Source: an optimization exercise on an open RTL-to-GDS flow (aim: small area). Production flows keep margins and buffers that such runs may drop. The RTL of this run was laid out without a check of its function.

<file path="design/flow/design.v">
`timescale 1ns / 1ps
module drawWaves(blank, hcount, vcount, waveX, waveY, wave, nextWave);
	input blank;
	input signed[10:0] hcount, vcount;
	input signed[11:0] waveX, waveY;
	output wave;
	output signed[11:0] nextWave;
assign wave = ~blank & ((((hcount-(waveX))*(hcount-(waveX)))+((vcount-waveY)*(vcount-waveY))) <= 1024) |
											(hcount>=0 & hcount <=640 & vcount>=0 & vcount<=36);
assign nextWave = waveX-64;	
endmodule
`timescale 1ns / 1ps
module drawBubble(blank, hcount, vcount, bub1X, bub1Y, bubble);
	input blank;
	input signed [10:0] hcount, vcount;
	input signed [11:0] bub1X, bub1Y;
	output bubble;
	assign bubble = ~blank & ((((hcount-bub1X)*(hcount-bub1X) + (vcount-bub1Y)*(vcount-bub1Y)) <= 49 &
										(((hcount-bub1X)*(hcount-bub1X) + (vcount-bub1Y)*(vcount-bub1Y)) >= 25)));
endmodule
`timescale 1ns / 1ps
module drawRock(blank, hcount, vcount, rockX, rockY, rock);
	input blank;
	input signed [10:0] hcount, vcount;
	input signed [11:0] rockX, rockY;
	output rock;
	assign rock = ~blank & ((hcount>=(rockX-25) & hcount<=rockX) &
										(vcount>=rockY & vcount <= (rockY+25)));
endmodule
`timescale 1ns / 1ps
module drawFish(blank, hcount, vcount, fishX, fishY, fish, fishEyes);
	input blank;
	input signed [11:0] fishX, fishY;
	input signed [10:0] hcount,vcount;
	output fish, fishEyes;
	assign fish = ~blank & 	((hcount>=(fishX-90) & hcount <=(fishX-30) &            
										vcount>=(fishY-30) & vcount<=(fishY+30)) |
									(hcount>=(fishX-30) & hcount <=(fishX-20) &
										vcount>=(fishY-20) & vcount<=(fishY+23)) |
									(hcount>=(fishX-20) & hcount <=(fishX-15) &
										vcount>=(fishY-10) & vcount<=(fishY+15)) |
									(hcount>=(fishX-15) & hcount <=(fishX-10) &
										vcount>=(fishY) & vcount<=(fishY+10))   |
								   (hcount>=(fishX-10) & hcount<=(fishX) &					 
									(vcount>(fishY-15) & vcount<(fishY+27))	&
										((vcount-(fishY-15))>=(-(hcount-fishX)))   &
										((vcount-(fishY+27))<=(hcount-fishX))))
										&
									~((((hcount>=(fishX-79) & hcount<=(fishX-71))|           
										  (hcount>=(fishX-64) & hcount<=(fishX-57))  |
										  (hcount>=(fishX-53) & hcount<=(fishX-49)))  &
										  (vcount<=(fishY+11) & vcount>=(fishY))) |
										  (((hcount>=(fishX-90) & hcount<=(fishX-80))|
										  (hcount>=(fishX-72) & hcount<=(fishX-65))  |
										  (hcount>=(fishX-57) & hcount<=(fishX-49)))  &
										  (vcount<=(fishY+16) & vcount>=(fishY+6))));			
	assign fishEyes = ~blank & (hcount>=(fishX-85) & hcount<=(fishX-75) &			 
											vcount>=(fishY-20) & vcount <=(fishY-12))	|										
										(hcount>=(fishX-72) & hcount<=(fishX-60) &
											vcount>=(fishY-23) & vcount <=(fishY-11));
endmodule
`timescale 1ns / 1ps
module drawOcto(blank, hcount, vcount, octoX, octoY, octopus, octoEyes);
	input blank;
	input signed[11:0] octoX, octoY;
	input signed [10:0] hcount,vcount;
	output octopus, octoEyes;
	assign octopus = ~blank &  (hcount>=(octoX-65) & hcount<=(octoX-20) &			 
											vcount>=(octoY-25) & vcount <=(octoY+20))|										
										(hcount>=(octoX-90) & hcount<=(octoX-65) &			 
											vcount>=(octoY+7) & vcount <=(octoY+20))|										
										(hcount>=(octoX-100) & hcount<=(octoX-80) &
											vcount>=(octoY+20) & vcount <=(octoY+30))|										
										(hcount>=(octoX-65) & hcount<=(octoX-55) &
											vcount>=(octoY+20) & vcount <=(octoY+45))|										
										(hcount>=(octoX-70) & hcount<=(octoX-60) &
											vcount>=(octoY+40) & vcount <=(octoY+55))|										
										(hcount>=(octoX-45) & hcount<=(octoX-35) &
											vcount>=(octoY+20) & vcount <=(octoY+45))|										
										(hcount>=(octoX-35) & hcount<=(octoX-25) &
											vcount>=(octoY+35) & vcount <=(octoY+60))|										
										(hcount>=(octoX-35) & hcount<=(octoX-20) &
											vcount>=(octoY+50) & vcount <=(octoY+60))|										
										(hcount>=(octoX-30) & hcount<=(octoX-5) &
											vcount>=(octoY+20) & vcount <=(octoY+30))|										
										(hcount>=(octoX-15) & hcount<=(octoX-5) &
											vcount>=(octoY+20) & vcount <=(octoY+45))|										
										(hcount>=(octoX-15) & hcount<=(octoX) &
											vcount>=(octoY+35) & vcount <=(octoY+45));	
	assign octoEyes = ~blank &   (hcount>=(octoX-57) & hcount<=(octoX-45) &			 
											vcount>=(octoY-20) & vcount <=(octoY-5))|										
										(hcount>=(octoX-40) & hcount<=(octoX-30) &
											vcount>=(octoY-17) & vcount <=(octoY-5));									
endmodule
`timescale 1ns / 1ps
module drawShark(blank, hcount, vcount, sharkX, sharkY, shark, sharkEyes);
input blank;
input signed[11:0] hcount, vcount;
input signed[11:0] sharkX, sharkY;
output shark, sharkEyes;
assign shark = ~blank & (((hcount>=(sharkX-55) & hcount<=(sharkX-20)) &
((3*(vcount-(sharkY+10))) <= hcount-(sharkX-40)) &
((vcount-(sharkY+10)) <= (-1*(hcount-(sharkX-25)))) &
(vcount>(sharkY-5) & vcount <(sharkY+10))) |
((hcount>(sharkX-35) & hcount<=(sharkX-25)) &
((vcount-(sharkY-5)) >= (-1*(hcount-(sharkX-35)))) &
(vcount>(sharkY-15) & vcount<=(sharkY-5))) |
(((vcount-(sharkY+5)) <= (-1*(hcount-(sharkX-10)))) &
(hcount>=(sharkX-20) & hcount<=(sharkX-5)) &
(vcount>(sharkY-5) & vcount<(sharkY+5))) |
((hcount>=(sharkX-5) & hcount<=(sharkX+2)) &
(vcount>=(sharkY-10) & vcount<=(sharkY+7))));
assign sharkEyes = ~blank & ((hcount>=(sharkX-50) & hcount<=(sharkX-46)) & (vcount>=(sharkY-3) & vcount<=(sharkY)));
endmodule
`timescale 1ns / 1ps
module SubRenderer(clk, rst, hcount, vcount, blank, startscreen, collision,
                   yPos, fish1X, fish1Y, fish2X, fish2Y, octo1X, octo1Y,
                   rock1X, rock1Y, shark1X, shark1Y,
                   bub1Y, bub2Y, bub3Y, bub4Y, bub5Y, waveX,
                   R, G, B);
	input clk;
	input rst;	 
	input [10:0] hcount, vcount;	 
	input blank;	 
	input startscreen, collision;	 
	input signed [11:0] yPos,
		fish1X, fish1Y,
		fish2X, fish2Y,
		octo1X, octo1Y,
		rock1X, rock1Y,
		shark1X, shark1Y,
		bub1Y, bub2Y, bub3Y, bub4Y, bub5Y,
		waveX;
	output reg [2:0] R, G;
	output reg [1:0] B;
	wire signed [11:0] xPos = 100;
	wire signed [11:0] waveY = 30;
	wire signed [11:0] bub1X = 500, bub2X = 400, bub3X = 300, bub4X = 200, bub5X = 100;
	wire submarine, water, bubble1, bubble2, bubble3, bubble4, bubble5;
	wire wave1,wave2,wave3,wave4,wave5,wave6,wave7,wave8,wave9,wave10,wave11,moon,
			fish1, fishEyes1,
			fish2, fishEyes2,
		  octopus1, octoEyes1,
		  rock1,
		  shark1, sharkEyes1;
	assign submarine = ~blank & 																						
				((hcount >= xPos & hcount <= xPos+30 & vcount >= yPos & vcount <= yPos+10) |		 
				(hcount >= xPos+5 & hcount <= xPos+15 & vcount >= yPos-4 & vcount <= yPos) |		 
				(hcount >= xPos+30 & hcount <= xPos+32 & vcount >= yPos+1 & vcount <= yPos+9)|	 
				(hcount >= xPos+30 & hcount <= xPos+32 & vcount >= yPos+1 & vcount <= yPos+9) |
				(hcount >= xPos+32 & hcount <= xPos+34 & vcount >= yPos+2 & vcount <= yPos+8) |
				(hcount >= xPos+34 & hcount <= xPos+36 & vcount >= yPos+3 & vcount <= yPos+7) |		
				(hcount >= xPos-5 & hcount <= xPos & vcount >= yPos+2 & vcount <= yPos+8)) ;		 
	wire signed [11:0]nextWave1, nextWave2, nextWave3, nextWave4, nextWave5, nextWave6, 
						nextWave7 ,nextWave8, nextWave9, nextWave10, nextWave11;
	drawWaves wv1(blank, hcount, vcount, waveX, waveY, wave1, nextWave1);
	drawWaves wv2(blank, hcount, vcount, nextWave1, waveY, wave2, nextWave2);
	drawWaves wv3(blank, hcount, vcount, nextWave2, waveY, wave3, nextWave3);
	drawWaves wv4(blank, hcount, vcount, nextWave3, waveY, wave4, nextWave4);
	drawWaves wv5(blank, hcount, vcount, nextWave4, waveY, wave5, nextWave5);
	drawWaves wv6(blank, hcount, vcount, nextWave5, waveY, wave6, nextWave6);
	drawWaves wv7(blank, hcount, vcount, nextWave6, waveY, wave7, nextWave7);
	drawWaves wv8(blank, hcount, vcount, nextWave7, waveY, wave8, nextWave8);
	drawWaves wv9(blank, hcount, vcount, nextWave8, waveY, wave9, nextWave9);
	drawWaves wv10(blank, hcount, vcount, nextWave9, waveY, wave10, nextWave10);
	drawWaves wv11(blank, hcount, vcount, nextWave10, waveY, wave11, nextWave11);
	assign water = ~blank & (hcount>=0 & hcount<=640 & vcount>=30 & vcount<=480);
	drawBubble bub1(blank, hcount, vcount, bub1X, bub1Y, bubble1);
	drawBubble bub2(blank, hcount, vcount, bub2X, bub2Y, bubble2);
	drawBubble bub3(blank, hcount, vcount, bub3X, bub3Y, bubble3);
	drawBubble bub4(blank, hcount, vcount, bub4X, bub4Y, bubble4);
	drawBubble bub5(blank, hcount, vcount, bub5X, bub5Y, bubble5);
	assign moon = ~blank & (((hcount-400)*(hcount-400) + (vcount-0)*(vcount-0)) <= 1224);
	drawRock rck1(blank, hcount, vcount, rock1X, rock1Y, rock1);
	drawFish fsh1(blank, hcount, vcount, fish1X, fish1Y, fish1, fishEyes1);
	drawFish fsh2(blank, hcount, vcount, fish2X, fish2Y, fish2, fishEyes2);
	drawOcto oct1(blank, hcount, vcount, octo1X, octo1Y, octopus1, octoEyes1);
	drawShark sk1(blank, hcount, vcount, shark1X, shark1Y, shark1, sharkEyes1);
	always @ (posedge clk) begin
	if (rst) begin
		R <= 0;
		G <= 0;
		B <= 0;
	end
	else if (submarine)	begin    
			if (collision) begin
				if (~startscreen) begin
					R <= 3'b111;
					G <= 3'b001;
					B <= 2'b00;	
				end
			end
			else 
				begin
					R <= 3'b111;
					G <= 3'b110;
					B <= 2'b01;
				end
		end
		else if (moon) begin
			R <= 3'b111;
			G <= 3'b111;
			B <= 2'b11;
		end	
		else if (fishEyes1 | fishEyes2 ) begin
			R <= 3'b111;
			G <= 3'b010;
			B <= 2'b00;		
		end
		else if (fish1 | fish2) begin
			R <= 3'b111;
			G <= 3'b010;
			B <= 2'b11;		
		end
		else if (octoEyes1)begin
			R <= 3'b111;
			G <= 3'b000;
			B <= 2'b01;
		end		
		else if (sharkEyes1) begin
				R <= 3'b100;
				G <= 3'b000;
				B <= 2'b01;
		end
		else if (shark1) begin
				R <= 3'b110;
				G <= 3'b110;
				B <= 2'b11;
		end
		else if (octopus1) begin
			R <= 3'b001;
			G <= 3'b111;
			B <= 2'b11;		
		end
		else if (bubble1 | bubble2 | bubble3 | bubble4 | bubble5)begin
			R <= 3'b001;
			G <= 3'b110;
			B <= 2'b11;
		end
		else if (wave1 | wave2 | wave3 | wave4 | wave5 | wave6 |
									wave7 | wave8 | wave9 | wave10 | wave11) begin
			R <= 3'b000;
			G <= 3'b000;
			B <= 2'b00;
		end	
		else if (rock1) begin
				R <= 3'b011;
				G <= 3'b110;
				B <= 2'b01;
		end	
		else if (water) begin
			R <= 3'b000;
			G <= 3'b000;
			B <= 2'b11;
		end
		else begin	 
			R <= 0;
			G <= 0;
			B <= 0;
		end
	end
endmodule
</file>
<file path="design/flow/run.sh">
#!/bin/bash
# synth_recipe.tcl (not shown) runs the flow's synth.tcl, then flattens the netlist and writes it again
# the make line also repeats each setting of config.mk as NAME=value (left out here)
make -C /OpenROAD-flow-scripts/flow DESIGN_CONFIG=/design/flow/config.mk WORK_HOME=/design/flow/orfs CLKGATE_MAP_FILE= SYNTH_SCRIPT=/design/flow/synth_recipe.tcl finish
</file>
<file path="design/flow/config.mk">
export PLATFORM = sky130hd
export DESIGN_NAME = SubRenderer
export DESIGN_NICKNAME = SubRenderer
export VERILOG_FILES = /design/flow/design.v
export SDC_FILE = /design/flow/constraint.sdc
export NUM_CORES = 4
export LEC_CHECK = 0
export ABC_AREA = 1
export CAP_MARGIN = 20
export CORE_MARGIN = 2
export CORE_UTILIZATION = 40
export SLEW_MARGIN = 20
</file>
<file path="design/flow/constraint.sdc">
create_clock -name core_clock -period 25.0 [get_ports {clk}]
set_input_delay 5.0000 -clock core_clock [delete_from_list [all_inputs] [get_ports {clk}]]
set_output_delay 5.0000 -clock core_clock [all_outputs]
set_load 0.01 [all_outputs]
</file>
==> reports/qor.txt <==
initial drt markers: 13254
Resized Gates After CTS: 0
share of cells above drive strength 1: 0.0209
Hold Vio Cnt, Final: 0
number of global-route vias before repair: 187470
num rows: 271
TNS Setup: 0 ns
non-filler cells, final: 35203
post-placement cell count: 35169
Final Critical Period: 20.99 ns
area of the core: 0.545 mm²
final period utilization: 0.840
Yosys top cell by area: fa_1
max-cap viol count: 0
Clock Sinks: 8
status: no timing/DRC/antenna violations
die span in x: 744 µm
vias per cell: 5.17
port bufs: 238
Yosys cell types: 75
Worst-Skew Late Latency: 0.23 ns
RSZ-0062 raised after global routing: false
Yosys warnings: 3
Post-Syn Nets: 35621
CP startpoint kind: primary input
post-layout instance area: 0.232 mm²
Clock Tree Root: clkbuf_16
final net count: 35746
Avg WL per Cell: 19.7 µm
Rel. slew slack: 0.228
top cells by count, synth: 6797 x inv_1, 4233 x fa_1, 3905 x nand2_1
Mapped Cells: 27817
Worst Setup End Kind: flip-flop
critical path's slowest cell: nor2_1
Post-synth EDFFs: 0
count leader, synth: inv_1
DRT Pass-1 Iters: 8
delay-heaviest family, CP: adder cells
Hold WS: 0.607 ns
routability cong.: 0.949
Syn Area/Cell: 7.88 µm²
initial core utilization: 0.402
hpwl dp: 582 mm
ranking of synthesized cells by area: fa_1 39%, ha_1 19%, inv_1 12%
area grow syn2layout: 5.87%
post-route ant nets: 0
residual DRC count: 0
mapped cell area: 0.219 mm²
H-tree depth: 1
hold buffers post-CTS: 0
WS Path Type: in -> reg
placed cell area: 0.232 mm²
most frequent CP cell: nand2_1
Fmax: 47.6 MHz
GRT Overall Usage: 0.252
clk slew on worst S/H paths: 0.04 ns
Worst-Margin Slew: 1.15 ns
Hold Crit Class: reg -> reg
WP data arrival: 21.14 ns
Final Max Tran Viols: 0
initial antenna violation count: 69
die area: 0.554 mm²
detailed-route via count: 181969
Place WS: 3.91 ns
first-pass GRT wire length: 1090 mm
Final setup viols: 0
crit path max fanout: 20
overall routed net length: 693 mm
Util after Layout: 0.426
Worst Skew: 0 ns
CTS tree: built
crit-path max cell delay: 0.78 ns
TritonCTS buffer count: 3
Die Ht: 744 µm
clk buf depth: 2
Synth top area share: 0.386
# Post-CTS Setup Buffers: 0
fillers: 55627
WP buf/inv: 13
Seq/Total Area, Yosys: 0.000730
Synth Register Bits: 8
total global routing overflow: 0
ys async rst share: 0
I/O pin cnt: 239
largest net degree at the start of global routing: 65
final worst slack: 4.01 ns
Crit path required time: 25.15 ns
Synth Flop Type: dfxtp_1
## layer usage
metal	wire [µm]	up-vias	GRT usage
met5	209	-	0
met4	30400	30	0.0892
met3	46400	1084	0.0278
met2	318000	5530	0.413
met1	298000	89497	0.344
li1	-	85828	-
## final cells by class
class                      instances  area [µm²]  share of cell area
multi-input combinational      20491      192000               0.828
tap                             7234        9050              0.0390
clock buffer                       3        75.1            0.000323
antenna                           29        72.6            0.000313
inverter                        6897       25900               0.112
sequential                         8         160            0.000690
timing repair buffer             541        4750              0.0205
## cell usage in the layout (no fill, tap or decap), drive strengths merged, types with 129 or more instances in the layout
| cell | count |
|---|---|
| clkdlybuf4s50 | 217 |
| ha | 3340 |
| a31oi | 129 |
| buf | 324 |
| nand3 | 793 |
| xnor2 | 333 |
| inv | 6837 |
| a21oi | 1665 |
| nand4 | 292 |
| nor3 | 197 |
| fa | 4233 |
| nor2 | 2735 |
| xor2 | 1159 |
| nand2 | 3915 |
| o21ai | 729 |
## final timing paths
check / startpoint / end / slack, ns / cells past startpoint
max: vcount[1] / G[1] / 4.01 / 65
min: G[1] / G[1] / 0.61 / 2
max reg2reg: B[1] / B[1] / 24.12 / 2
min reg2reg: G[1] / G[1] / 0.61 / 2
## cells by family after synthesis
kind of cell / share of synthesized area
and+or+nand+nor: 0.153
adders and majority gates: 0.577
buffers and inverters: 0.125
AOI/OAI and AO/OA: 0.0833
xor gates and xnor gates: 0.0600
muxes: 0.000502
DFF: 0.000730
other: 0.0000171
## state kept, by name, indices dropped and copies added, names as in the netlist
register  cells
B             2
R             3
G             3
## tightest hold or removal path, stage by stage, from the launching register on
cell,delay (ns)
dfxtp_1,0.40
nand2_1,0.11
a21oi_1,0.05

[separate check: timing with driven ports]
How much do the figures lean on ideal ports? The routed layout below was timed once more, with nothing changed but the port constraints. Step 1 sets driving cells, clkbuf_16 on the clock port and buf_2 on the other inputs (assumed; they add their load-dependent delay and slew). Step 2 adds t to the input delays and takes it off the output delays; t is the mean of the earliest and latest rising clock arrival at the registers after step 1. Input paths then give back, and output paths get back, about the clock's delay inside the block. Slacks: ideal / step 1 / step 2; pairs: ideal / step 1.
t (ns): 0.285
setup slack, ns: 4.012 / 4.037 / 3.752
hold slack, ns: 0.607 / 0.607 / 0.607
clock arrival spread, ns: 0.002 / 0.002
After both steps this run still meets setup and hold. For this run, drivers alone change the setup slack by +0.025 ns; drivers and shift together by -0.260 ns.
